What follows belongs to an exercise in optimizing a design on an open flow for small area; a production flow would make more cautious choices. The RTL was checked by simulation tests, not by an equivalence proof against the original design. Power is estimated from default activity; no workload was simulated.

==> design.v <==
module top(
	input      clk,
	input      rst,
	input      pio48,
	output     pio47
);
parameter TSLA                              = 0;
parameter AAPL                              = 1;
parameter WMT                               = 2;
parameter JNJ                               = 3;
parameter GOOG                              = 4;
parameter XOM                               = 5; 
parameter MSFT                              = 6; 
parameter GE                                = 7; 
parameter JPM                               = 8; 
parameter IBM                               = 9; 
parameter AMZN                              = 10; 
wire data_received_from_UART_is_valid;
wire [7:0] data_received_from_UART;
wire data_ready_for_mla;
wire [7:0] data_for_mla;
wire data_ready_for_weights;
wire [10:0] stock_selected;
wire [47:0] data_for_stock;
wire data_ready_from_TSLA;
wire [39:0] data_from_TSLA;
wire data_ready_from_AAPL;
wire [39:0] data_from_AAPL;
wire data_ready_from_WMT;
wire [39:0] data_from_WMT;
wire data_ready_from_JNJ;
wire [39:0] data_from_JNJ;
wire data_ready_from_GOOG;
wire [39:0] data_from_GOOG;
wire data_ready_from_XOM;
wire [39:0] data_from_XOM;
wire data_ready_from_MSFT;
wire [39:0] data_from_MSFT;
wire data_ready_from_GE;
wire [39:0] data_from_GE;
wire data_ready_from_JPM;
wire [39:0] data_from_JPM;
wire data_ready_from_IBM;
wire [39:0] data_from_IBM;
wire data_ready_from_AMZN;
wire [39:0] data_from_AMZN;
wire [39:0] output_to_hex_to_ascii;
wire mux_data_ready;
wire [79:0] unserialized_data;
wire unserialized_data_valid;
wire serializer_active;
wire serialized_data_ready;
wire UART_active;
wire [7:0] transmit_byte;
wire transmit_done;
UART_RX rx(clk, rst, pio48, data_received_from_UART_is_valid, data_received_from_UART);
convert_from_ASCII convert_from(clk, rst, data_received_from_UART_is_valid, data_received_from_UART, data_ready_for_mla, data_for_mla);
MLA mla(clk, rst, data_ready_for_mla, data_for_mla, data_ready_for_weights, stock_selected, data_for_stock);
stock_weight TSLA_weight(clk, rst, data_ready_for_weights, stock_selected[TSLA], data_for_stock, data_ready_from_TSLA, data_from_TSLA);  
stock_weight AAPL_weight(clk, rst, data_ready_for_weights, stock_selected[AAPL], data_for_stock, data_ready_from_AAPL, data_from_AAPL);
stock_weight WMT_weight(clk, rst, data_ready_for_weights, stock_selected[WMT], data_for_stock, data_ready_from_WMT, data_from_WMT);
stock_weight JNJ_weight(clk, rst, data_ready_for_weights, stock_selected[JNJ], data_for_stock, data_ready_from_JNJ, data_from_JNJ);
stock_weight GOOG_weight(clk, rst, data_ready_for_weights, stock_selected[GOOG], data_for_stock, data_ready_from_GOOG, data_from_GOOG);
stock_weight XOM_weight(clk, rst, data_ready_for_weights, stock_selected[XOM], data_for_stock, data_ready_from_XOM, data_from_XOM);
stock_weight MSFT_weight(clk, rst, data_ready_for_weights, stock_selected[MSFT], data_for_stock, data_ready_from_MSFT, data_from_MSFT);
stock_weight GE_weight(clk, rst, data_ready_for_weights, stock_selected[GE], data_for_stock, data_ready_from_GE, data_from_GE);
stock_weight JPM_weight(clk, rst, data_ready_for_weights, stock_selected[JPM], data_for_stock, data_ready_from_JPM, data_from_JPM);
stock_weight IBM_weight(clk, rst, data_ready_for_weights, stock_selected[IBM], data_for_stock, data_ready_from_IBM, data_from_IBM);
stock_weight AMZN_weight(clk, rst, data_ready_for_weights, stock_selected[AMZN], data_for_stock, data_ready_from_AMZN, data_from_AMZN);
mux11to1 MUX(clk, rst, data_ready_from_TSLA, data_ready_from_AAPL, data_ready_from_WMT, data_ready_from_JNJ, data_ready_from_GOOG, data_ready_from_XOM, data_ready_from_MSFT, 
        data_ready_from_GE, data_ready_from_JPM, data_ready_from_IBM, data_ready_from_AMZN, data_from_TSLA, data_from_AAPL, data_from_WMT, data_from_JNJ, data_from_GOOG, data_from_XOM,
        data_from_MSFT, data_from_GE, data_from_JPM, data_from_IBM, data_from_AMZN, stock_selected, output_to_hex_to_ascii, mux_data_ready);
convert_to_ASCII convert_to(clk, rst, serializer_active, mux_data_ready, output_to_hex_to_ascii, unserialized_data_valid, unserialized_data);
parallel_to_serial_buffer serializer(clk, rst, UART_active, unserialized_data_valid, transmit_done, unserialized_data, serialized_data_ready, serializer_active, transmit_byte);
UART_TX tx(clk, rst, serialized_data_ready, transmit_byte, UART_active, pio47, transmit_done);
endmodule
module UART_RX 
  (
   input        clk,
   input        rst,
   input        serial,
   output       data_valid,
   output [7:0] received_byte
   );
  parameter CLKS_PER_BIT   = 87;
  parameter s_IDLE         = 3'b000;
  parameter s_RX_START_BIT = 3'b001;
  parameter s_RX_DATA_BITS = 3'b010;
  parameter s_RX_STOP_BIT  = 3'b011;
  parameter s_CLEANUP      = 3'b100;
  reg           r_Rx_Data_R;
  reg           r_Rx_Data;
  reg [7:0]     r_Clock_Count;
  reg [2:0]     r_Bit_Index;  
  reg [7:0]     r_Rx_Byte;
  reg           r_Rx_DV;
  reg [2:0]     r_SM_Main;
  always @(posedge clk)
    begin
      if (rst)
        begin
          r_Rx_Data_R <= 1'b1;
          r_Rx_Data   <= 1'b1;
        end
      else
        begin
          r_Rx_Data_R <= serial;
          r_Rx_Data   <= r_Rx_Data_R;
        end
    end
  always @(posedge clk)
    begin
      if (rst)
        begin
          r_Clock_Count <= 0;
          r_Bit_Index   <= 0;
          r_Rx_Byte     <= 0;
          r_Rx_DV       <= 0;
          r_SM_Main     <= 0;
        end
      else
      case (r_SM_Main)
        s_IDLE :
          begin
            r_Rx_DV       <= 1'b0;
            r_Clock_Count <= 0;
            r_Bit_Index   <= 0;
            if (r_Rx_Data == 1'b0)           
              r_SM_Main <= s_RX_START_BIT;
            else
              r_SM_Main <= s_IDLE;
          end
        s_RX_START_BIT :
          begin
            if (r_Clock_Count == (CLKS_PER_BIT-1)/2)
              begin
                if (r_Rx_Data == 1'b0)
                  begin
                    r_Clock_Count <= 0;   
                    r_SM_Main     <= s_RX_DATA_BITS;
                  end
                else
                  r_SM_Main <= s_IDLE;
              end
            else
              begin
                r_Clock_Count <= r_Clock_Count + 1;
                r_SM_Main     <= s_RX_START_BIT;
              end
          end  
        s_RX_DATA_BITS :
          begin
            if (r_Clock_Count < CLKS_PER_BIT-1)
              begin
                r_Clock_Count <= r_Clock_Count + 1;
                r_SM_Main     <= s_RX_DATA_BITS;
              end
            else
              begin
                r_Clock_Count          <= 0;
                r_Rx_Byte[r_Bit_Index] <= r_Rx_Data;
                if (r_Bit_Index < 7)
                  begin
                    r_Bit_Index <= r_Bit_Index + 1;
                    r_SM_Main   <= s_RX_DATA_BITS;
                  end
                else
                  begin
                    r_Bit_Index <= 0;
                    r_SM_Main   <= s_RX_STOP_BIT;
                  end
              end
          end  
        s_RX_STOP_BIT :
          begin
            if (r_Clock_Count < CLKS_PER_BIT-1)
              begin
                r_Clock_Count <= r_Clock_Count + 1;
                r_SM_Main     <= s_RX_STOP_BIT;
              end
            else
              begin
                r_Rx_DV       <= 1'b1;
                r_Clock_Count <= 0;
                r_SM_Main     <= s_CLEANUP;
              end
          end  
        s_CLEANUP :
          begin
            r_SM_Main <= s_IDLE;
            r_Rx_DV   <= 1'b0;
          end
        default :
          r_SM_Main <= s_IDLE;
      endcase
    end   
  assign data_valid   = r_Rx_DV;
  assign received_byte = r_Rx_Byte;
endmodule  
module convert_from_ASCII(
  input        clk,
  input        rst,
  input        data_valid,
  input  [7:0] transmitted_byte, 
  output       ready,
  output [7:0] out     
);
parameter FIRST                 = 2'b00;
parameter SECOND                = 2'b01;
parameter CALCULATE             = 2'b10; 
reg [1:0] state;
reg [7:0] LSB_hex_value;
reg [7:0] MSB_hex_value;
reg       ready_reg;
reg [7:0] output_reg; 
always @(posedge clk)
  begin
  if (rst)
    begin
    state                       <= 0;
    LSB_hex_value               <= 0;
    MSB_hex_value               <= 0;
    ready_reg                   <= 0;
    output_reg                  <= 0;
    end
  else
  case (state)
    FIRST :
      begin
      ready_reg                 <= 0;
      output_reg                <= output_reg;           
      if (data_valid == 1'b1)
        begin
        case(transmitted_byte)
          "0":
            begin
            MSB_hex_value <= 8'h00;
            end
          "1":
            begin
            MSB_hex_value <= 8'h10;
            end
          "2":
            begin
            MSB_hex_value <= 8'h20;
            end
          "3":
            begin
            MSB_hex_value <= 8'h30;
            end
          "4":
            begin
            MSB_hex_value <= 8'h40;
            end
          "5":
            begin
            MSB_hex_value <= 8'h50;
            end
          "6":
            begin
            MSB_hex_value <= 8'h60;
            end
          "7":
            begin
            MSB_hex_value <= 8'h70;
            end
          "8":
            begin
            MSB_hex_value <= 8'h80;
            end
          "9":
            begin
            MSB_hex_value <= 8'h90;
            end
          "A":
            begin
            MSB_hex_value <= 8'hA0;
            end
          "B":
            begin
            MSB_hex_value <= 8'hB0;
            end
          "C":
            begin
            MSB_hex_value <= 8'hC0;
            end
          "D":
            begin
            MSB_hex_value <= 8'hD0;
            end
          "E":
            begin
            MSB_hex_value <= 8'hE0;
            end
          "F":
            begin
            MSB_hex_value <= 8'hF0;
            end
          "a":
            begin
            MSB_hex_value <= 8'hA0;
            end
          "b":
            begin
            MSB_hex_value <= 8'hB0;
            end
          "c":
            begin
            MSB_hex_value <= 8'hC0;
            end
          "d":
            begin
            MSB_hex_value <= 8'hD0;
            end
          "e":
            begin
            MSB_hex_value <= 8'hE0;
            end
          "f":
            begin
            MSB_hex_value <= 8'hF0;
            end
          default:
            begin
            MSB_hex_value <= 8'h00;
            end
        endcase
        state                  <= SECOND;
        end           
      else
        begin
        state                  <= FIRST;
        end
      end 
    SECOND :
      begin
      output_reg                <= output_reg;  
      ready_reg                 <= 0;           
      if (data_valid == 1'b1)
        begin
        case(transmitted_byte)
          "0":
            begin
            LSB_hex_value <= 8'h00;
            end
          "1":
            begin
            LSB_hex_value <= 8'h01;
            end
          "2":
            begin
            LSB_hex_value <= 8'h02;
            end
          "3":
            begin
            LSB_hex_value <= 8'h03;
            end
          "4":
            begin
            LSB_hex_value <= 8'h04;
            end
          "5":
            begin
            LSB_hex_value <= 8'h05;
            end
          "6":
            begin
            LSB_hex_value <= 8'h06;
            end
          "7":
            begin
            LSB_hex_value <= 8'h07;
            end
          "8":
            begin
            LSB_hex_value <= 8'h08;
            end
          "9":
            begin
            LSB_hex_value <= 8'h09;
            end
          "A":
            begin
            LSB_hex_value <= 8'h0A;
            end
          "B":
            begin
            LSB_hex_value <= 8'h0B;
            end
          "C":
            begin
            LSB_hex_value <= 8'h0C;
            end
          "D":
            begin
            LSB_hex_value <= 8'h0D;
            end
          "E":
            begin
            LSB_hex_value <= 8'h0E;
            end
          "F":
            begin
            LSB_hex_value <= 8'h0F;
            end
          "a":
            begin
            LSB_hex_value <= 8'h0A;
            end
          "b":
            begin
            LSB_hex_value <= 8'h0B;
            end
          "c":
            begin
            LSB_hex_value <= 8'h0C;
            end
          "d":
            begin
            LSB_hex_value <= 8'h0D;
            end
          "e":
            begin
            LSB_hex_value <= 8'h0E;
            end
          "f":
            begin
            LSB_hex_value <= 8'h0F;
            end
          default:
            begin
            LSB_hex_value <= 8'h00;
            end
        endcase
        state                  <= CALCULATE;
        end 
      else
        begin
        state                  <= SECOND;
        end
      end
    CALCULATE :
      begin
      output_reg                <= MSB_hex_value | LSB_hex_value; 
      ready_reg                 <= 1; 
      state                     <= FIRST;
      end
    default :
      state                     <= FIRST;   
    endcase
end
assign ready                    = ready_reg;
assign out                      = output_reg;
endmodule
module MLA(
  input             clk,
  input             rst,
  input             data_valid,
  input  [7:0]      received_byte, 
  output reg        data_ready,
  output reg [10:0]  stock,
  output reg [47:0] out
);
parameter TSLA                              = 4'h1;
parameter AAPL                              = 4'h2;
parameter WMT                               = 4'h3;
parameter JNJ                               = 4'h4;
parameter GOOG                              = 4'h5;
parameter XOM                               = 4'h6; 
parameter MSFT                              = 4'h7; 
parameter GE                                = 4'h8; 
parameter JPM                               = 4'h9; 
parameter IBM                               = 4'hA; 
parameter AMZN                              = 4'hB; 
parameter SET_STOCK_AND_CMD_STATE           = 0;
parameter DATA_ONE_STATE                    = 1;
parameter DATA_TWO_STATE                    = 2;
parameter DATA_THREE_STATE                  = 3;
parameter DATA_FOUR_STATE                   = 4;
parameter DATA_FIVE_STATE                   = 5;
parameter COMPANY_START_LOCATION            =  0;
parameter COMPANY_END_LOCATION              =  7;
parameter FOUR_START_LOCATION               =  8;
parameter FOUR_END_LOCATION                 = 15;
parameter PROFIT_START_LOCATION             = 16;
parameter PROFIT_END_LOCATION               = 23;
parameter TWITTER_START_LOCATION            = 24;
parameter TWITTER_END_LOCATION              = 31;
parameter MOVING_START_LOCATION             = 32;
parameter MOVING_END_LOCATION               = 39;
parameter CMD_START_LOCATION                = 40;
parameter CMD_END_LOCATION                  = 47;
reg [7:0] state; 
always @(posedge clk)
    begin
    if (rst)
        begin
        data_ready                                              <= 0;
        state                                                   <= SET_STOCK_AND_CMD_STATE;
        end
    else if (data_valid == 1)
        begin
        case (state)
            SET_STOCK_AND_CMD_STATE :
                begin           
                out[CMD_END_LOCATION:CMD_START_LOCATION]        <= {1'h0,received_byte[7:4]};
                case(received_byte[3:0])
                     TSLA : stock <= 11'b00000000001;
                     AAPL : stock <= 11'b00000000010;
                     WMT  : stock <= 11'b00000000100;
                     JNJ  : stock <= 11'b00000001000;
                     GOOG : stock <= 11'b00000010000;
                     XOM  : stock <= 11'b00000100000;
                     MSFT : stock <= 11'b00001000000;
                     GE   : stock <= 11'b00010000000;
                     JPM  : stock <= 11'b00100000000;
                     IBM  : stock <= 11'b01000000000;
                     AMZN : stock <= 11'b10000000000;
                     default : stock <= 11'b00000000000;
                endcase
                data_ready                                      <= 0;
                state                                           <= DATA_ONE_STATE;
                end
            DATA_ONE_STATE :
                begin           
                out[COMPANY_END_LOCATION:COMPANY_START_LOCATION]<= received_byte;
                data_ready                                      <= 0;
                state                                           <= DATA_TWO_STATE;
                end
            DATA_TWO_STATE :
                begin           
                out[FOUR_END_LOCATION:FOUR_START_LOCATION]      <= received_byte;
                data_ready                                      <= 0;
                state                                           <= DATA_THREE_STATE;
                end
            DATA_THREE_STATE :
                begin           
                out[PROFIT_END_LOCATION:PROFIT_START_LOCATION]  <= received_byte;
                data_ready                                      <= 0;
                state                                           <= DATA_FOUR_STATE;
                end
            DATA_FOUR_STATE :
                begin           
                out[TWITTER_END_LOCATION:TWITTER_START_LOCATION]<= received_byte;
                data_ready                                      <= 0;
                state                                           <= DATA_FIVE_STATE;
                end
            DATA_FIVE_STATE :
                begin           
                out[MOVING_END_LOCATION:MOVING_START_LOCATION]  <= received_byte;
                data_ready                                      <= 1;
                state                                           <= SET_STOCK_AND_CMD_STATE;
                end
            default:
                begin
                data_ready                                      <= 0;
                out                                             <= 0;
                state                                           <= SET_STOCK_AND_CMD_STATE; 
                end  
        endcase
        end
    else
        begin
        data_ready                                              <= 0;
        end
    end
endmodule
module stock_weight(
      input            clk,
      input            rst,
      input            data_valid,
      input            stock_selected,
      input  [47:0]    data, 
      output reg       data_ready,
      output reg [39:0] out
    );
parameter SET_WEIGHTS_CMD                   = 4'hA;
parameter GET_WEIGHTS_CMD                   = 4'hB;
parameter CALC_BUY_CMD                      = 4'hC;
parameter CALC_WEIGHTS_POS_CMD              = 4'hD;
parameter CALC_WEIGHTS_NEG_CMD              = 4'hE;
parameter COMPANY_START_LOCATION            =  0;
parameter COMPANY_END_LOCATION              =  7;
parameter FOUR_START_LOCATION               =  8;
parameter FOUR_END_LOCATION                 = 15;
parameter PROFIT_START_LOCATION             = 16;
parameter PROFIT_END_LOCATION               = 23;
parameter TWITTER_START_LOCATION            = 24;
parameter TWITTER_END_LOCATION              = 31;
parameter MOVING_START_LOCATION             = 32;
parameter MOVING_END_LOCATION               = 39;
parameter CMD_START_LOCATION                = 40;
parameter CMD_END_LOCATION                  = 47;
parameter EXECUTION_CONFIRMATION            = 40'hCCCCCCCCCC;
parameter EXECUTE_BUY                       = 40'h1111111111;
parameter EXECUTE_SELL                      = 40'h2222222222;
reg [39:0] stock_weight;
always @(posedge clk)
    begin
    if (rst)
        begin
        stock_weight                            <= 0;
        data_ready                              <= 0;
        end
    else if (data_valid == 1 && stock_selected == 1)
        begin
        case (data[CMD_END_LOCATION:CMD_START_LOCATION])
            SET_WEIGHTS_CMD :
                begin         
                stock_weight                    <= data[39:0];
                data_ready                      <= 1;
                out                             <= EXECUTION_CONFIRMATION;                           
                end
            GET_WEIGHTS_CMD :
                begin         
                data_ready                      <= 1;
                out                             <= stock_weight;                           
                end
            CALC_BUY_CMD :
                begin
                if((stock_weight[COMPANY_END_LOCATION:COMPANY_START_LOCATION]*data[COMPANY_END_LOCATION:COMPANY_START_LOCATION]) 
                        + (stock_weight[FOUR_END_LOCATION:FOUR_START_LOCATION]*data[FOUR_END_LOCATION:FOUR_START_LOCATION]) 
                        + (stock_weight[PROFIT_END_LOCATION:PROFIT_START_LOCATION]*data[PROFIT_END_LOCATION:PROFIT_START_LOCATION])
                        + (stock_weight[TWITTER_END_LOCATION:TWITTER_START_LOCATION]*data[TWITTER_END_LOCATION:TWITTER_START_LOCATION])
                        + (stock_weight[MOVING_END_LOCATION:MOVING_START_LOCATION]*data[MOVING_END_LOCATION:MOVING_START_LOCATION]) > 
                        (stock_weight[COMPANY_END_LOCATION:COMPANY_START_LOCATION] + stock_weight[FOUR_END_LOCATION:FOUR_START_LOCATION] 
                        + stock_weight[PROFIT_END_LOCATION:PROFIT_START_LOCATION] + stock_weight[TWITTER_END_LOCATION:TWITTER_START_LOCATION]
                        + stock_weight[MOVING_END_LOCATION:MOVING_START_LOCATION]) / 2)
                    begin
                    out                         <= EXECUTE_BUY;
                    end
                else
                    begin
                    out                         <= EXECUTE_SELL;
                    end            
                data_ready                      <= 1;                           
                end
            CALC_WEIGHTS_POS_CMD :
                begin
                if(stock_weight [COMPANY_END_LOCATION:COMPANY_START_LOCATION] < 255)
                    stock_weight [COMPANY_END_LOCATION:COMPANY_START_LOCATION]          <= stock_weight [COMPANY_END_LOCATION:COMPANY_START_LOCATION]
                        + data[COMPANY_END_LOCATION:COMPANY_START_LOCATION];
                if(stock_weight [FOUR_END_LOCATION:FOUR_START_LOCATION] < 255)
                    stock_weight [FOUR_END_LOCATION:FOUR_START_LOCATION]                <= stock_weight [FOUR_END_LOCATION:FOUR_START_LOCATION]
                        + data[FOUR_END_LOCATION:FOUR_START_LOCATION];
                if(stock_weight [PROFIT_END_LOCATION:PROFIT_START_LOCATION] < 255)
                    stock_weight [PROFIT_END_LOCATION:PROFIT_START_LOCATION]            <= stock_weight [PROFIT_END_LOCATION:PROFIT_START_LOCATION]
                        + data[PROFIT_END_LOCATION:PROFIT_START_LOCATION];
                if(stock_weight [TWITTER_END_LOCATION:TWITTER_START_LOCATION] < 255)
                    stock_weight [TWITTER_END_LOCATION:TWITTER_START_LOCATION]          <= stock_weight [TWITTER_END_LOCATION:TWITTER_START_LOCATION]
                        + data[TWITTER_END_LOCATION:TWITTER_START_LOCATION];
                if(stock_weight [MOVING_END_LOCATION:MOVING_START_LOCATION] < 255)
                    stock_weight [MOVING_END_LOCATION:MOVING_START_LOCATION]            <= stock_weight [MOVING_END_LOCATION:MOVING_START_LOCATION]
                        + data[MOVING_END_LOCATION:MOVING_START_LOCATION];
                data_ready                      <= 1;
                out                             <= EXECUTION_CONFIRMATION;                           
                end 
            CALC_WEIGHTS_NEG_CMD :
                begin
                if(stock_weight [COMPANY_END_LOCATION:COMPANY_START_LOCATION] > 0)
                    stock_weight [COMPANY_END_LOCATION:COMPANY_START_LOCATION]          <= stock_weight [COMPANY_END_LOCATION:COMPANY_START_LOCATION]
                        - data[COMPANY_END_LOCATION:COMPANY_START_LOCATION];
                if(stock_weight [FOUR_END_LOCATION:FOUR_START_LOCATION] > 0)
                    stock_weight [FOUR_END_LOCATION:FOUR_START_LOCATION]                <= stock_weight [FOUR_END_LOCATION:FOUR_START_LOCATION]
                        - data[FOUR_END_LOCATION:FOUR_START_LOCATION];
                if(stock_weight [PROFIT_END_LOCATION:PROFIT_START_LOCATION] > 0)
                    stock_weight [PROFIT_END_LOCATION:PROFIT_START_LOCATION]            <= stock_weight [PROFIT_END_LOCATION:PROFIT_START_LOCATION]
                        - data[PROFIT_END_LOCATION:PROFIT_START_LOCATION];
                if(stock_weight [TWITTER_END_LOCATION:TWITTER_START_LOCATION] > 0)
                    stock_weight [TWITTER_END_LOCATION:TWITTER_START_LOCATION]          <= stock_weight [TWITTER_END_LOCATION:TWITTER_START_LOCATION]
                        - data[TWITTER_END_LOCATION:TWITTER_START_LOCATION];
                if(stock_weight [MOVING_END_LOCATION:MOVING_START_LOCATION] > 0)
                    stock_weight [MOVING_END_LOCATION:MOVING_START_LOCATION]            <= stock_weight [MOVING_END_LOCATION:MOVING_START_LOCATION]
                        - data[MOVING_END_LOCATION:MOVING_START_LOCATION];
                data_ready                      <= 1;
                out                             <= EXECUTION_CONFIRMATION;                           
                end         
            default:
                begin
                data_ready                      <= 0;
                out                             <= 0; 
                end  
        endcase
        end
    else
        begin
        data_ready                              <= 0;
        end
    end
endmodule
module mux11to1 (      input clk,
                       input rst,
                       input data_a_ready,
                       input data_b_ready,
                       input data_c_ready,
                       input data_d_ready,
                       input data_e_ready,
                       input data_f_ready,
                       input data_g_ready,
                       input data_h_ready,
                       input data_i_ready,
                       input data_j_ready,
                       input data_k_ready,
                       input [39:0] a,                 
                       input [39:0] b,                 
                       input [39:0] c,                 
                       input [39:0] d,
                       input [39:0] e,
                       input [39:0] f,
                       input [39:0] g,
                       input [39:0] h,
                       input [39:0] i,
                       input [39:0] j,
                       input [39:0] k,                 
                       input [10:0] sel, 
                       output reg [39:0] out,
                       output reg ready);
always @ (posedge clk) begin
    if (rst) begin
        ready <= 0;
    end
    else
    case (sel)
        11'b00000000001 : 
            begin
            if(data_a_ready == 1)
                begin
                out <= a;
                ready <= 1;
                end
            else
                begin
                out <= a;
                ready <= 0;
                end
            end
        11'b00000000010 : 
            begin
            if(data_b_ready == 1)
                begin
                out <= b;
                ready <= 1;
                end
            else
                begin
                out <= b;
                ready <= 0;
                end
            end
        11'b00000000100 : 
            begin
            if(data_c_ready == 1)
                begin
                out <= c;
                ready <= 1;
                end
            else
                begin
                out <= c;
                ready <= 0;
                end
            end
        11'b00000001000 : 
            begin
            if(data_d_ready == 1)
                begin
                out <= d;
                ready <= 1;
                end
            else
                begin
                out <= d;
                ready <= 0;
                end
            end
        11'b00000010000 : 
            begin
            if(data_e_ready == 1)
                begin
                out <= e;
                ready <= 1;
                end
            else
                begin
                out <= e;
                ready <= 0;
                end
            end
        11'b00000100000 : 
            begin
            if(data_f_ready == 1)
                begin
                out <= f;
                ready <= 1;
                end
            else
                begin
                out <= f;
                ready <= 0;
                end
            end
        11'b00001000000 : 
            begin
            if(data_g_ready == 1)
                begin
                out <= g;
                ready <= 1;
                end
            else
                begin
                out <= g;
                ready <= 0;
                end
            end
        11'b00010000000 : 
            begin
            if(data_h_ready == 1)
                begin
                out <= h;
                ready <= 1;
                end
            else
                begin
                out <= h;
                ready <= 0;
                end
            end
        11'b00100000000 : 
            begin
            if(data_i_ready == 1)
                begin
                out <= i;
                ready <= 1;
                end
            else
                begin
                out <= i;
                ready <= 0;
                end
            end
        11'b01000000000 : 
            begin
            if(data_j_ready == 1)
                begin
                out <= j;
                ready <= 1;
                end
            else
                begin
                out <= j;
                ready <= 0;
                end
            end
        11'b10000000000 : 
            begin
            if(data_k_ready == 1)
                begin
                out <= k;
                ready <= 1;
                end
            else
                begin
                out <= k;
                ready <= 0;
                end
            end
        default : 
            begin
            ready <= 0;
            out <= a;
            end
    endcase
end
endmodule
module convert_to_ASCII(
  input             clk,
  input             rst,
  input             active,
  input             data_valid,
  input  [39:0]     data, 
  output reg        ready,
  output reg [79:0] data_to_send     
);
parameter IDLE                  = 0;  
parameter CONVERT               = 1;
parameter COMPANY_HEX_LOCATION              =  0;
parameter FOUR_HEX_LOCATION                 =  8;
parameter PROFIT_HEX_LOCATION               = 16;
parameter TWITTER_HEX_LOCATION              = 24;
parameter MOVING_HEX_LOCATION               = 32;
parameter COMPANY_BYTE_LOCATION             =  0;
parameter FOUR_BYTE_LOCATION                = 16;
parameter PROFIT_BYTE_LOCATION              = 32;
parameter TWITTER_BYTE_LOCATION             = 48;
parameter MOVING_BYTE_LOCATION              = 64;
reg        state;
    function [7:0] convert_from_hex;
        input [3:0] hex;
        begin
        case (hex)
            4'h0: convert_from_hex = "0"; 
            4'h1: convert_from_hex = "1";
            4'h2: convert_from_hex = "2";
            4'h3: convert_from_hex = "3";
            4'h4: convert_from_hex = "4";
            4'h5: convert_from_hex = "5";
            4'h6: convert_from_hex = "6";
            4'h7: convert_from_hex = "7";
            4'h8: convert_from_hex = "8";
            4'h9: convert_from_hex = "9";
            4'hA: convert_from_hex = "A";
            4'hB: convert_from_hex = "B";
            4'hC: convert_from_hex = "C";
            4'hD: convert_from_hex = "D";
            4'hE: convert_from_hex = "E";
            4'hF: convert_from_hex = "F";
         endcase
         end
      endfunction        
always @(posedge clk)
  begin
  if (rst)
    begin
    state <= IDLE;
    ready <= 0;
    end
  else
  case (state)
    IDLE :
      begin
      if(data_valid == 1)
        begin
        state <= CONVERT;
        ready <= 0;
        end
      else
        begin
        state <= IDLE;
        ready <= 0;
        end
      end
    CONVERT:
      begin
      if(active == 0)
        begin
        data_to_send[COMPANY_BYTE_LOCATION+7:COMPANY_BYTE_LOCATION] <= convert_from_hex(data[COMPANY_HEX_LOCATION+7:COMPANY_HEX_LOCATION+4]);
        data_to_send[COMPANY_BYTE_LOCATION+15:COMPANY_BYTE_LOCATION+8] <= convert_from_hex(data[COMPANY_HEX_LOCATION+3:COMPANY_HEX_LOCATION]);
        data_to_send[FOUR_BYTE_LOCATION+7:FOUR_BYTE_LOCATION] <= convert_from_hex(data[FOUR_HEX_LOCATION+7:FOUR_HEX_LOCATION+4]);
        data_to_send[FOUR_BYTE_LOCATION+15:FOUR_BYTE_LOCATION+8] <= convert_from_hex(data[FOUR_HEX_LOCATION+3:FOUR_HEX_LOCATION]);
        data_to_send[PROFIT_BYTE_LOCATION+7:PROFIT_BYTE_LOCATION] <= convert_from_hex(data[PROFIT_HEX_LOCATION+7:PROFIT_HEX_LOCATION+4]);
        data_to_send[PROFIT_BYTE_LOCATION+15:PROFIT_BYTE_LOCATION+8] <= convert_from_hex(data[PROFIT_HEX_LOCATION+3:PROFIT_HEX_LOCATION]);
        data_to_send[TWITTER_BYTE_LOCATION+7:TWITTER_BYTE_LOCATION] <= convert_from_hex(data[TWITTER_HEX_LOCATION+7:TWITTER_HEX_LOCATION+4]);
        data_to_send[TWITTER_BYTE_LOCATION+15:TWITTER_BYTE_LOCATION+8] <= convert_from_hex(data[TWITTER_HEX_LOCATION+3:TWITTER_HEX_LOCATION]);
        data_to_send[MOVING_BYTE_LOCATION+7:MOVING_BYTE_LOCATION] <= convert_from_hex(data[MOVING_HEX_LOCATION+7:MOVING_HEX_LOCATION+4]);
        data_to_send[MOVING_BYTE_LOCATION+15:MOVING_BYTE_LOCATION+8] <= convert_from_hex(data[MOVING_HEX_LOCATION+3:MOVING_HEX_LOCATION]);
        state <= IDLE;
        ready <= 1;
        end
      else
        begin
        data_to_send <= 0;
        state <= CONVERT;
        ready <= 0;
        end
      end
   endcase
   end
endmodule
module parallel_to_serial_buffer(
  input            clk,
  input            rst,
  input            uart_active,
  input            data_valid,
  input            uart_done,
  input  [79:0]    data, 
  output reg       ready,
  output reg       active,
  output reg [7:0] current_byte_to_send     
);
parameter IDLE                              =  0;  
parameter FIRST_BYTE                        =  1;
parameter SECOND_BYTE                       =  2;
parameter THIRD_BYTE                        =  3;
parameter FOURTH_BYTE                       =  4;
parameter FIFTH_BYTE                        =  5;
parameter SIXTH_BYTE                        =  6;
parameter SEVENTH_BYTE                      =  7;
parameter EIGHTH_BYTE                       =  8;
parameter NINTH_BYTE                        =  9;
parameter TENTH_BYTE                        = 10;
parameter WAIT_FOR_UART                     = 11;
reg [3:0]  state;
reg [79:0] data_to_send;
integer    i;
reg [3:0] next_state;
always @(posedge clk)
  begin
  if (rst)
    begin
    state <= IDLE;
    data_to_send <= 0;
    i <= 0;
    next_state <= IDLE;
    ready <= 0;
    active <= 0;
    end
  else
  case (state)
    IDLE :
      begin
      if(data_valid == 1)
        begin
        data_to_send <= data;
        state <= FIRST_BYTE;
        ready <= 0;
        active <= 1;
        end
      else
        begin
        state <= IDLE;
        ready <= 0;
        active <= 0;
        end
      end
    FIRST_BYTE :
      begin
      if(uart_active == 0)
        begin
        current_byte_to_send <= data_to_send[7:0];
        ready <= 1;
        state <= WAIT_FOR_UART;
        next_state <= SECOND_BYTE;
        active <= 1; 
        end
      else
        begin
        ready <= 0;
        active <= 1;
        state <= FIRST_BYTE;
        end
      end
    SECOND_BYTE :
      begin
      if(uart_active == 0)
        begin
        current_byte_to_send <= data_to_send[15:8];
        ready <= 1;
        state <= WAIT_FOR_UART;
        next_state <= THIRD_BYTE;
        active <= 1; 
        end
      else
        begin
        ready <= 0;
        active <= 1;
        state <= SECOND_BYTE;
        end
      end
    THIRD_BYTE :
      begin
      if(uart_active == 0)
        begin
        current_byte_to_send <= data_to_send[23:16];
        ready <= 1;
        state <= WAIT_FOR_UART;
        next_state <= FOURTH_BYTE;
        active <= 1; 
        end
      else
        begin
        ready <= 0;
        active <= 1;
        state <= THIRD_BYTE;
        end
      end
    FOURTH_BYTE :
      begin
      if(uart_active == 0)
        begin
        current_byte_to_send <= data_to_send[31:24];
        ready <= 1;
        state <= WAIT_FOR_UART;
        next_state <= FIFTH_BYTE;
        active <= 1; 
        end
      else
        begin
        ready <= 0;
        active <= 1;
        state <= FOURTH_BYTE;
        end
      end
    FIFTH_BYTE :
      begin
      if(uart_active == 0)
        begin
        current_byte_to_send <= data_to_send[39:32];
        ready <= 1;
        state <= WAIT_FOR_UART;
        next_state <= SIXTH_BYTE;
        active <= 1; 
        end
      else
        begin
        ready <= 0;
        active <= 1;
        state <= FIFTH_BYTE;
        end
      end
    SIXTH_BYTE :
      begin
      if(uart_active == 0)
        begin
        current_byte_to_send <= data_to_send[47:40];
        ready <= 1;
        state <= WAIT_FOR_UART;
        next_state <= SEVENTH_BYTE;
        active <= 1; 
        end
      else
        begin
        ready <= 0;
        active <= 1;
        state <= SIXTH_BYTE;
        end
      end
    SEVENTH_BYTE :
      begin
      if(uart_active == 0)
        begin
        current_byte_to_send <= data_to_send[55:48];
        ready <= 1;
        state <= WAIT_FOR_UART;
        next_state <= EIGHTH_BYTE;
        active <= 1; 
        end
      else
        begin
        ready <= 0;
        active <= 1;
        state <= SEVENTH_BYTE;
        end
      end
    EIGHTH_BYTE :
      begin
      if(uart_active == 0)
        begin
        current_byte_to_send <= data_to_send[63:56];
        ready <= 1;
        state <= WAIT_FOR_UART;
        next_state <= NINTH_BYTE;
        active <= 1; 
        end
      else
        begin
        ready <= 0;
        active <= 1;
        state <= EIGHTH_BYTE;
        end
      end
    NINTH_BYTE :
      begin
      if(uart_active == 0)
        begin
        current_byte_to_send <= data_to_send[71:64];
        ready <= 1;
        state <= WAIT_FOR_UART;
        next_state <= TENTH_BYTE;
        active <= 1; 
        end
      else
        begin
        ready <= 0;
        active <= 1;
        state <= NINTH_BYTE;
        end
      end
    TENTH_BYTE :
      begin
      if(uart_active == 0)
        begin
        current_byte_to_send <= data_to_send[79:72];
        ready <= 1;
        state <= WAIT_FOR_UART;
        next_state <= IDLE;
        active <= 1; 
        end
      else
        begin
        ready <= 0;
        active <= 1;
        state <= TENTH_BYTE;
        end
      end
    WAIT_FOR_UART :
      begin
      if(i > 10000)
        begin
        i <= 0;
        ready <= 0;
        state <= next_state;
        active <= 1; 
        end
      else
        begin
        i <= i + 1;
        ready <= 0;
        active <= 1;
        state <= WAIT_FOR_UART;
        end
      end
    default:
        begin
        state <= IDLE;
        ready <= 0;
        end
    endcase
  end
endmodule
module UART_TX 
  (
   input       clk,
   input       rst,
   input       data_valid,
   input [7:0] transmit_byte, 
   output      active,
   output reg  serial,
   output      transmit_done
   );
  parameter CLKS_PER_BIT   = 87;
  parameter s_IDLE         = 3'b000;
  parameter s_TX_START_BIT = 3'b001;
  parameter s_TX_DATA_BITS = 3'b010;
  parameter s_TX_STOP_BIT  = 3'b011;
  parameter s_CLEANUP      = 3'b100;
  reg [2:0]    r_SM_Main;
  reg [7:0]    r_Clock_Count;
  reg [2:0]    r_Bit_Index;
  reg [7:0]    r_Tx_Data;
  reg          r_Tx_Done;
  reg          r_Tx_Active;
  always @(posedge clk)
    begin
      if (rst)
        begin
          serial        <= 1'b1;
          r_SM_Main     <= 0;
          r_Clock_Count <= 0;
          r_Bit_Index   <= 0;
          r_Tx_Data     <= 0;
          r_Tx_Done     <= 0;
          r_Tx_Active   <= 0;
        end
      else
      case (r_SM_Main)
        s_IDLE :
          begin
            serial   <= 1'b1;          
            r_Tx_Done     <= 1'b0;
            r_Clock_Count <= 0;
            r_Bit_Index   <= 0;
            if (data_valid == 1'b1)
              begin
                r_Tx_Active <= 1'b1;
                r_Tx_Data   <= transmit_byte;
                r_SM_Main   <= s_TX_START_BIT;
              end
            else
              r_SM_Main <= s_IDLE;
          end  
        s_TX_START_BIT :
          begin
            serial <= 1'b0;
            if (r_Clock_Count < CLKS_PER_BIT-1)
              begin
                r_Clock_Count <= r_Clock_Count + 1;
                r_SM_Main     <= s_TX_START_BIT;
              end
            else
              begin
                r_Clock_Count <= 0;
                r_SM_Main     <= s_TX_DATA_BITS;
              end
          end  
        s_TX_DATA_BITS :
          begin
            serial <= r_Tx_Data[r_Bit_Index];
            if (r_Clock_Count < CLKS_PER_BIT-1)
              begin
                r_Clock_Count <= r_Clock_Count + 1;
                r_SM_Main     <= s_TX_DATA_BITS;
              end
            else
              begin
                r_Clock_Count <= 0;
                if (r_Bit_Index < 7)
                  begin
                    r_Bit_Index <= r_Bit_Index + 1;
                    r_SM_Main   <= s_TX_DATA_BITS;
                  end
                else
                  begin
                    r_Bit_Index <= 0;
                    r_SM_Main   <= s_TX_STOP_BIT;
                  end
              end
          end  
        s_TX_STOP_BIT :
          begin
            serial <= 1'b1;
            if (r_Clock_Count < CLKS_PER_BIT-1)
              begin
                r_Clock_Count <= r_Clock_Count + 1;
                r_SM_Main     <= s_TX_STOP_BIT;
              end
            else
              begin
                r_Tx_Done     <= 1'b1;
                r_Clock_Count <= 0;
                r_SM_Main     <= s_CLEANUP;
                r_Tx_Active   <= 1'b0;
              end
          end  
        s_CLEANUP :
          begin
            r_Tx_Done <= 1'b1;
            r_SM_Main <= s_IDLE;
          end
        default :
          r_SM_Main <= s_IDLE;
      endcase
    end
  assign active = r_Tx_Active;
  assign transmit_done   = r_Tx_Done;
endmodule
==> run.sh <==
#!/bin/bash
# synth_recipe.tcl (not shown) runs the flow's synth.tcl, then flattens the netlist and writes it again
# the make line also repeats each setting of config.mk as NAME=value (left out here)
make -C /OpenROAD-flow-scripts/flow DESIGN_CONFIG=/design/flow/config.mk WORK_HOME=/design/flow/orfs CLKGATE_MAP_FILE= SYNTH_SCRIPT=/design/flow/synth_recipe.tcl finish
==> config.mk <==
export PLATFORM = sky130hd
export DESIGN_NAME = top
export DESIGN_NICKNAME = top
export VERILOG_FILES = /design/flow/design.v
export SDC_FILE = /design/flow/constraint.sdc
export NUM_CORES = 8
export LEC_CHECK = 0
export CAP_MARGIN = 20
export CORE_MARGIN = 2
export CORE_UTILIZATION = 40
export SLEW_MARGIN = 20
==> constraint.sdc <==
create_clock -name core_clock -period 20.0 [get_ports {clk}]
set_input_delay 4.0000 -clock core_clock [delete_from_list [all_inputs] [get_ports {clk}]]
set_output_delay 4.0000 -clock core_clock [all_outputs]
set_load 0.01 [all_outputs]
==> qor.yml <==
status: "complete, no violations"
postCtsHoldBufs: 0
pwr-share-seq: 0.458
grt_overflow: 0
synth.distinct_cells: 109
p_switching_w: 0.00141
worst-path-buf-inv: 8
die_w_um: 741
fin_util: 0.428
post_cts_buffers: 0
dp_slack_ns: 9.54
htreeDepth: 4
viasPerCell: 5.66
fin_crit_sh: 0.538
grt_pass1_vias: 176000
cp-start-kind: "flop"
setup_viol: 0
postLayoutCellArea_mm2: 0.231
maxCapViolCount: 0
routed_wl_um: 842000
cp_slowest_cell: "o31ai_2"
finalHoldViolations: 0
max_freq_mhz: 92.9
clkLatencyLatePin_ns: 0.89
slew_headroom: 0.120
power.leakage_nw: 114
vdd_drop_max_mv: 0.0556
hpwl_um: 648000
power_frac_clock: 0.511
power_switching_share: 0.242
clockRootBuffer: "clkbuf_16"
remaining_drc_errors: 0
start_util: 0.401
syn_nets: 31000
dr.pass1.iters: 9
synthTopCellsByCount: "inv_1 (4111), ha_1 (2959), fa_1 (2739)"
pin_count: 4
yosys_most_used_dff: "dfxtp_1"
cpPeakStageDelay_ns: 0.70
worst_slew_pin_slew_ns: 1.32
grt_first_pass_wirelength_um: 1220000
setup_slack_ns: 9.24
synth_top_area_cell: "fa_1"
numCtsBuffers: 155
synth.area.top_cells: "fa_1 (25%), ha_1 (17%), edfxtp_1 (8.3%), inv_1 (7.1%), dfxtp_1 (5.8%)"
port-buffer-count: 3
die_y_um: 741
clock_sinks: 1227
synth_most_common_cell: "inv_1"
syn_area_mm2: 0.217
dpl_cell_area_mm2: 0.226
rsz0062_at_grt: "false"
drtIter0Drc: 20400
power_density_mw_per_mm2: 25.2
cellInternalPower_w: 0.00442
fin_tns_setup_ns: 0
grt_max_degree: 123
die-area_mm2: 0.548
cp.required_ns: 20.56
min_path_type: "reg2reg"
synth_top_area_frac: 0.253
worstSetupPathType: "reg2reg"
layout-drive-gt1-share: 0.0408
crit_path_max_fanout: 33
fin_nets: 30400
cpMostUsedCell: "fa_1"
fill_cells: 53700
std_cell_rows: 270
synth_seq_cells: 1227
cp-end-kind: "flop"
slew_viol_final: 0
top_regs: "convert_to.data_to_send (60), serializer.data_to_send (60), mla.out (44)"
yosysWarnings: 8
avgSynthCellArea_um2: 8.58
synth-async-reset-ratio: 0
post-route-min-period_ns: 10.76
synth-edff-count: 601
ctsLongestPathBuffers: 4
gp_congestion: 1.06
antenna_found_initial: 95
synth_cells: 25300
core-area_mm2: 0.541
clkTransAtPathRegs_ns: 0.07
share_comb_of_total_power: 0.032
worst_ep_arrival_time_ns: 11.32
post_drt_wl_per_cell_um: 26.3
synth_seq_area_share: 0.141
worst_path_dominant_cell_family: "adder cells"
grt_use_total: 0.302
vias: 182000
cts_resized: 0
final.setup_skew_ns: 0.0690
ant_nets: 0
cts_tree: "yes"
area_delta_synth_final_pct: 6.60
-- power groups by stage --
stage / Clock [W] / Sequential, W / Combinational [W]
6_report: 0.00298 / 0.00267 / 0.000184
5_1_grt: 0.00306 / 0.00267 / 0.000202
4_1_cts: 0.00296 / 0.00267 / 0.000182
3_5_place_dp: 0 / 0.00272 / 0.000182
3_3_place_gp: 0 / 0.00272 / 0.000179
2_1_floorplan: 0 / 0.00270 / 0.000142
-- kinds of logic after synthesis --
group	Yosys count	synth area share
XOR/XNOR	1241	0.0501
adder cells (fa/ha/maj)	5698	0.423
AO/OA/AOI/OAI	3629	0.106
buffers and inverters	5413	0.0939
multiplexers	172	0.00809
flip-flops	1227	0.141
AND/OR/NAND/NOR	7907	0.178
-- stage by stage --
stage	hold slack, ns	instances	total power [W]
finish	0.452	32100	0.00583
global route	0.472	32000	0.00593
CTS	0.453	32000	0.00581
detailed placement	0.445	31700	0.00290
global placement	0.440	31700	0.00290
floorplan	0.389	25300	0.00285
-- tightest hold or removal path: stages, from the launching register on --
cell and delay [ns]:
dfxtp_1 0.31, nand2_1 0.05, a21oi_1 0.05
-- metal layers --
metal  GRT usage  part of all wire  vias up
met1       0.406              0.41    90300
li1            -                 -    80600
met3      0.0630              0.10     1794
met2       0.454              0.42     8864
met4       0.166             0.065       12
met5           0          0.000084        -
-- final timing paths --
| check | start | endpoint | slack [ns] | depth (start not counted) |
|---|---|---|---|---|
| min reg2reg | serializer.data_to_send[34] | serializer.data_to_send[34] | 0.45 | 2 |
| max reg2reg | mla.out[21] | AAPL_weight.out[4] | 9.24 | 32 |
| min | serializer.data_to_send[34] | serializer.data_to_send[34] | 0.45 | 2 |
| max | mla.out[21] | AAPL_weight.out[4] | 9.24 | 32 |
-- cell usage in the layout, fill, tap and decap left out, types with 47 or more instances in the layout --
cell / instances
or3_1: 163
a222oi_1: 80
diode_2: 86
a221oi_1: 51
xnor2_1: 904
a21oi_1: 1381
o21a_1: 155
o211ai_1: 161
clkbuf_16: 161
o21bai_1: 171
a21o_1: 255
a31oi_1: 128
fa_1: 2739
nor4_1: 129
nor2b_1: 336
nor3b_1: 81
a211oi_1: 223
nor2_1: 1999
and3_1: 97
nand2_1: 2152
a21boi_0: 47
nand4_1: 197
mux2i_1: 152
and2_1: 1751
o21ai_0: 585
ha_1: 2959
a311oi_1: 54
edfxtp_1: 601
a41oi_1: 67
dfxtp_1: 625
xor2_1: 307
buf_4: 493
inv_1: 4102
nor3_1: 382
nand3_1: 322
nand2b_1: 70
-- layout make-up --
cell class	instances	area (µm²)	share of cell area
clock inverter	68	779	0.00337
sequential	1227	30600	0.132
multi-input combinational	18600	167000	0.721
antenna	86	215	0.000930
clock buffer	208	4340	0.0188
tap	7208	9020	0.0390
timing repair buffer	514	4060	0.0176
inverter	4119	15500	0.0670

[afterwards: timing with drivers on the ports]
The results above use ideal ports. As a check the final layout listed here was re-extracted and re-timed, cells and wires unchanged.
Step 1 sets driving cells, clkbuf_16 on the clock port and buf_2 on the other inputs (assumed; they add their load-dependent delay and slew).
Step 2 moves the port delays by t, midway between the first and last clock arrival at a register: inputs arrive t later, outputs are due t later. That takes back most of the time a late clock gives input paths.
a / b / c = ideal ports / drivers / drivers and shift; a / b = the first two.
t (ns): 0.926
slack for setup (ns): 9.239 / 9.239 / 9.239
worst setup path after step 2: register to register
worst slew at a driven data input, ns: 0.17
After both steps this run still meets setup and hold. The setup slack of this run moves by 0.000 ns with the drivers and by 0.000 ns with both steps.
